This design comes from an exercise in tuning for small area on the open sky130 flow, not from production work. In this exercise RTL edits were held to simulation tests only and were not proved equivalent to the original. The clock port is modelled as an ideal driver, which makes a skipped or thinned clock tree look cheaper than it is; a real chip needs a root buffer or a tree. No activity file was given, so power comes from the tool's default toggle rates.

## cpu
module cpu (
    input clk,
    input rst,
    input [7:0] instruction,
    input [3:0] immediate,
    output [6:0] seg,
    output [3:0] an,
    output reg Z_flag,
    output reg C_flag,
    output reg N_flag
);
clock: 10.0 ns
lec_check: 0
cap_margin: 20
core_margin: 2
core_utilization: 40
slew_margin: 20
standard.sh (not shown) runs the stock make flow with config.mk's settings and CLKGATE_MAP_FILE= SYNTH_SCRIPT=/design/flow/synth_recipe.tcl, a recipe that flattens the netlist after the stock synthesis.
==> flow/flow/run.sh <==
#!/bin/bash
# Own layout flow: the standard flow (standard.sh), with these changes:
#  1. after the standard synthesis, its combinational cells are re-mapped for
#     area with Yosys/ABC (flow/remap.ys), once with each ABC script in the
#     list below (flow/*.abc), and the smallest netlist is kept; every
#     flip-flop keeps its cell and name;
#  2. the port buffers are sky130_fd_sc_hd__buf_1;
#  3. a two-level clock tree built by flow/cts.tcl (with flow/tree.tcl) in
#     place of the standard CTS step: one root buffer fed by the clock port,
#     six leaf buffers, each driving the flip-flops of one region;
#  4. everything else (floorplan, power grid, placement, routing) is the
#     standard flow's.
# Each tool's output goes to a log file of its own in the work folder.
set -euo pipefail
W=$(pwd)
R=$W/orfs/results/$FLOW_PLATFORM/cpu/base
LIB=$FLOW_HOME/platforms/$FLOW_PLATFORM/lib/sky130_fd_sc_hd__tt_025C_1v80.lib
YOSYS=$FLOW_HOME/../tools/install/yosys/bin/yosys
[[ -x $YOSYS ]] || YOSYS=yosys

# 1. standard synthesis
bash standard.sh "$R/1_2_yosys.v" > "$W/log_1_synth.log" 2>&1
cp "$R/1_2_yosys.v" "$W/std_1_2_yosys.v"

# 2. area re-map of the combinational logic: each ABC script in turn, the
#    smallest result is kept
DU=$(sed -n '/DONT_USE_CELLS += /,/^$/p' "$FLOW_HOME/platforms/$FLOW_PLATFORM/config.mk" \
     | grep -oE "sky130_fd_sc_hd__[a-z0-9_]+" | sed 's/^/-dont_use /' | tr '\n' ' ')
best=""; bestarea=""
for s in area area2 b1 b2 b4 b5 b6 b7 c2 c3 c4 e1 e3 e8; do
  sed -e "s#@LIB@#$LIB#g" -e "s#@IN@#$W/std_1_2_yosys.v#" -e "s#@TOP@#$FLOW_TOP#" \
      -e "s#@DONTUSE@#$DU#" -e "s#@ABC@#$W/flow/$s.abc#" -e "s#@OUT@#$W/remap_$s.v#" \
      -e "s#@STAT0@#$W/remap_stat_before.txt#" -e "s#@STAT1@#$W/remap_stat_$s.txt#" \
      "$W/flow/remap.ys" > "$W/remap_$s.ys"
  "$YOSYS" -s "$W/remap_$s.ys" > "$W/log_2_remap_$s.log" 2>&1 || continue
  a=$(awk '/Chip area for module/ {print $NF}' "$W/remap_stat_$s.txt")
  echo "remap $s: $a"
  if [[ -z $best ]] || python3 -c "import sys; sys.exit(0 if float('$a') < float('$bestarea') else 1)"; then
    best=$s; bestarea=$a
  fi
done
[[ -n $best ]]
echo "remap kept: $best ($bestarea)"
cp "$W/remap_$best.v" "$R/1_2_yosys.v"

# 3. placement with the standard flow, small port buffers
KNOBS=("BUFFER_PORTS_ARGS=-buffer_cell sky130_fd_sc_hd__buf_1")
bash standard.sh place "${KNOBS[@]}" > "$W/log_3_place.log" 2>&1

# 4. clock tree
RESULTS=$R LIB=$LIB FLOWDIR=$W/flow CTS_ROOT=sky130_fd_sc_hd__clkbuf_2 \
  CTS_LEAF=sky130_fd_sc_hd__clkbuf_8 CTS_NX=3 CTS_NY=2 \
  openroad -no_init -exit "$W/flow/cts.tcl" > "$W/log_4_cts.log" 2>&1

# 5. the rest of the standard flow
bash standard.sh finish "${KNOBS[@]}" > "$W/log_5_route.log" 2>&1
==> flow/flow/cts.tcl <==
# Clock tree: the sinks are split into NX x NY groups of equal size by
# position; each group gets a leaf buffer at its centre, and one root buffer,
# driven by the clock port, drives the leaves.  Then hold repair as the
# standard CTS step does, and the results it writes.
set R $::env(RESULTS)
read_liberty $::env(LIB)
read_db $R/3_place.odb
read_sdc $R/3_place.sdc
source $::env(FLOW_HOME)/platforms/$::env(FLOW_PLATFORM)/setRC.tcl
source $::env(FLOWDIR)/tree.tcl
build_clock_tree clk $::env(CTS_LEAF) $::env(CTS_NX) $::env(CTS_NY) $::env(CTS_ROOT)
detailed_placement
set_propagated_clock [all_clocks]
estimate_parasitics -placement
report_clock_skew
repair_timing -setup -hold -setup_margin 0 -hold_margin 0 -verbose
detailed_placement
check_placement -verbose
estimate_parasitics -placement
report_worst_slack -min
report_worst_slack -max
set worst 0
foreach pin [get_pins -hierarchical */CLK] {
  set s [get_property $pin slew_max]
  if {$s > $worst} { set worst $s }
}
puts "worst flip-flop clock pin slew (placement estimate): $worst"
write_db $R/4_1_cts.odb
write_sdc -no_timestamp $R/4_cts.sdc
==> flow/flow/e1.abc <==
strash
dch -f
map -a
strash
&get -n
&st
&if -K 4
&mfs
&st
&dch
&nf -R 1000 -a -p
&put
strash
&get -n
&st
&if -K 4
&mfs
&st
&dch
&nf -R 1000 -a -p
&put
topo
==> flow/flow/e3.abc <==
strash
dch -f
map -a
strash
&get -n
&st
&if -K 3
&mfs
&st
&dch
&nf -R 1000 -a -p
&put
topo
==> flow/flow/e8.abc <==
strash
dch -f
amap
strash
&get -n
&st
&if -K 4
&mfs
&st
&dch
&nf -R 1000 -a -p
&put
topo
Other scripts of this flow, unchanged in this note and not shown: flow/flow/area.abc, flow/flow/area2.abc, flow/flow/b1.abc, flow/flow/b2.abc, flow/flow/b4.abc, flow/flow/b5.abc, flow/flow/b6.abc, flow/flow/b7.abc, flow/flow/c2.abc, flow/flow/c3.abc, flow/flow/c4.abc, flow/flow/remap.ys, flow/flow/tree.tcl
The baseline finished clean.
==> next run, changes <==
--- a/flow/flow/run.sh
+++ b/flow/flow/run.sh
@@ -8,5 +8,6 @@
 #  3. a two-level clock tree built by flow/cts.tcl (with flow/tree.tcl) in
 #     place of the standard CTS step: one root buffer fed by the clock port,
-#     six leaf buffers, each driving the flip-flops of one region;
+#     six leaf buffers, each driving the flip-flops of one region (buf_6
+#     leaves when their slew estimate allows, else clkbuf_8);
 #  4. everything else (floorplan, power grid, placement, routing) is the
 #     standard flow's.
@@ -48,8 +49,13 @@
 bash standard.sh place "${KNOBS[@]}" > "$W/log_3_place.log" 2>&1
 
-# 4. clock tree
-RESULTS=$R LIB=$LIB FLOWDIR=$W/flow CTS_ROOT=sky130_fd_sc_hd__clkbuf_2 \
-  CTS_LEAF=sky130_fd_sc_hd__clkbuf_8 CTS_NX=3 CTS_NY=2 \
-  openroad -no_init -exit "$W/flow/cts.tcl" > "$W/log_4_cts.log" 2>&1
+# 4. clock tree: six leaves of sky130_fd_sc_hd__buf_6 if their estimated
+#    clock-pin slew is at most 117 ps, else six sky130_fd_sc_hd__clkbuf_8
+if ! RESULTS=$R LIB=$LIB FLOWDIR=$W/flow CTS_ROOT=sky130_fd_sc_hd__clkbuf_2 \
+  CTS_LEAF=sky130_fd_sc_hd__buf_6 CTS_NX=3 CTS_NY=2 CTS_MAX_SLEW=0.117 \
+  openroad -no_init -exit "$W/flow/cts.tcl" > "$W/log_4_cts_buf6.log" 2>&1; then
+  RESULTS=$R LIB=$LIB FLOWDIR=$W/flow CTS_ROOT=sky130_fd_sc_hd__clkbuf_2 \
+    CTS_LEAF=sky130_fd_sc_hd__clkbuf_8 CTS_NX=3 CTS_NY=2 CTS_MAX_SLEW=1.0 \
+    openroad -no_init -exit "$W/flow/cts.tcl" > "$W/log_4_cts_clkbuf8.log" 2>&1
+fi
 
 # 5. the rest of the standard flow
--- a/flow/flow/cts.tcl
+++ b/flow/flow/cts.tcl
@@ -2,5 +2,7 @@
 # position; each group gets a leaf buffer at its centre, and one root buffer,
 # driven by the clock port, drives the leaves.  Then hold repair as the
-# standard CTS step does, and the results it writes.
+# standard CTS step does, and the results it writes, unless the estimated
+# clock-pin slew is above CTS_MAX_SLEW (then it exits with an error and
+# writes nothing).
 set R $::env(RESULTS)
 read_liberty $::env(LIB)
@@ -26,4 +28,8 @@
 }
 puts "worst flip-flop clock pin slew (placement estimate): $worst"
+if {$worst > $::env(CTS_MAX_SLEW)} {
+  puts "above $::env(CTS_MAX_SLEW) ns: this tree is not kept"
+  exit 1
+}
 write_db $R/4_1_cts.odb
 write_sdc -no_timestamp $R/4_cts.sdc
CORE_UTILIZATION = 60   (was 40)
The new run completed with no timing, DRC or antenna violations; power came out lower by 1.9%; design area fell by 1.9%; clock skew hardly moves; maximum frequency increases by 3.4%; wire length decreases by 6.4%; area after synthesis stays the same; core utilization is higher by 22 points; worst setup slack improves by 0.16 ns; combinational power is higher by about 3%; first-iteration DRC count increases by 20%; worst hold slack hardly moves.
==> next run, changes <==
--- a/flow/flow/run.sh
+++ b/flow/flow/run.sh
@@ -8,6 +8,5 @@
 #  3. a two-level clock tree built by flow/cts.tcl (with flow/tree.tcl) in
 #     place of the standard CTS step: one root buffer fed by the clock port,
-#     six leaf buffers, each driving the flip-flops of one region (buf_6
-#     leaves when their slew estimate allows, else clkbuf_8);
+#     six leaf buffers, each driving the flip-flops of one region;
 #  4. everything else (floorplan, power grid, placement, routing) is the
 #     standard flow's.
@@ -29,5 +28,5 @@
      | grep -oE "sky130_fd_sc_hd__[a-z0-9_]+" | sed 's/^/-dont_use /' | tr '\n' ' ')
 best=""; bestarea=""
-for s in area area2 b1 b2 b4 b5 b6 b7 c2 c3 c4 e1 e3 e8; do
+for s in area area2 b1 b2 b4 b5 b6 b7 c2 c3 c4; do
   sed -e "s#@LIB@#$LIB#g" -e "s#@IN@#$W/std_1_2_yosys.v#" -e "s#@TOP@#$FLOW_TOP#" \
       -e "s#@DONTUSE@#$DU#" -e "s#@ABC@#$W/flow/$s.abc#" -e "s#@OUT@#$W/remap_$s.v#" \
@@ -49,13 +48,8 @@
 bash standard.sh place "${KNOBS[@]}" > "$W/log_3_place.log" 2>&1
 
-# 4. clock tree: six leaves of sky130_fd_sc_hd__buf_6 if their estimated
-#    clock-pin slew is at most 117 ps, else six sky130_fd_sc_hd__clkbuf_8
-if ! RESULTS=$R LIB=$LIB FLOWDIR=$W/flow CTS_ROOT=sky130_fd_sc_hd__clkbuf_2 \
-  CTS_LEAF=sky130_fd_sc_hd__buf_6 CTS_NX=3 CTS_NY=2 CTS_MAX_SLEW=0.117 \
-  openroad -no_init -exit "$W/flow/cts.tcl" > "$W/log_4_cts_buf6.log" 2>&1; then
-  RESULTS=$R LIB=$LIB FLOWDIR=$W/flow CTS_ROOT=sky130_fd_sc_hd__clkbuf_2 \
-    CTS_LEAF=sky130_fd_sc_hd__clkbuf_8 CTS_NX=3 CTS_NY=2 CTS_MAX_SLEW=1.0 \
-    openroad -no_init -exit "$W/flow/cts.tcl" > "$W/log_4_cts_clkbuf8.log" 2>&1
-fi
+# 4. clock tree
+RESULTS=$R LIB=$LIB FLOWDIR=$W/flow CTS_ROOT=sky130_fd_sc_hd__clkbuf_2 \
+  CTS_LEAF=sky130_fd_sc_hd__clkbuf_8 CTS_NX=3 CTS_NY=2 \
+  openroad -no_init -exit "$W/flow/cts.tcl" > "$W/log_4_cts.log" 2>&1
 
 # 5. the rest of the standard flow
--- a/flow/flow/cts.tcl
+++ b/flow/flow/cts.tcl
@@ -2,7 +2,5 @@
 # position; each group gets a leaf buffer at its centre, and one root buffer,
 # driven by the clock port, drives the leaves.  Then hold repair as the
-# standard CTS step does, and the results it writes, unless the estimated
-# clock-pin slew is above CTS_MAX_SLEW (then it exits with an error and
-# writes nothing).
+# standard CTS step does, and the results it writes.
 set R $::env(RESULTS)
 read_liberty $::env(LIB)
@@ -28,8 +26,4 @@
 }
 puts "worst flip-flop clock pin slew (placement estimate): $worst"
-if {$worst > $::env(CTS_MAX_SLEW)} {
-  puts "above $::env(CTS_MAX_SLEW) ns: this tree is not kept"
-  exit 1
-}
 write_db $R/4_1_cts.odb
 write_sdc -no_timestamp $R/4_cts.sdc
CORE_UTILIZATION = 40   (was 60)
removed: flow/flow/e1.abc
removed: flow/flow/e3.abc
removed: flow/flow/e8.abc
=>
- The changed run passed the timing, DRC and antenna checks
- total power climbs by a few percent
- utilization fell by 22 points
- wire length is higher by a few percent
- die area goes up by well over a third
- global-route usage went down by 5.5 points
In every run of this note, the design's own scripts or RTL, not TritonCTS, make the clock network.

==> static timing again, ports no longer ideal <==
How much do the figures lean on ideal ports? The routed layouts below were timed once more, with nothing changed but the port constraints. Step 1 assumes that a clkbuf_16 drives the clock port and a buf_2 every other input. Step 2, shift: input delay + t, output delay - t, t = (earliest + latest rising clock arrival at the registers) / 2. This alone moves slack from input paths to output paths. a / b / c = ideal / step 1 / step 2; a / b = the first two.
| run | shift t [ns] | setup WS [ns] | latest minus earliest clock arrival (ns) |
|---|---|---|---|
| the first run | 0.497 | 5.019 / 4.995 / 5.469 | 0.017 / 0.016 |
| the second run | 0.439 | 5.181 / 5.157 / 5.456 | 0.017 / 0.017 |
| the third run | 0.516 | 5.276 / 5.253 / 5.414 | 0.015 / 0.016 |
After both steps setup and hold are still met in every run listed.
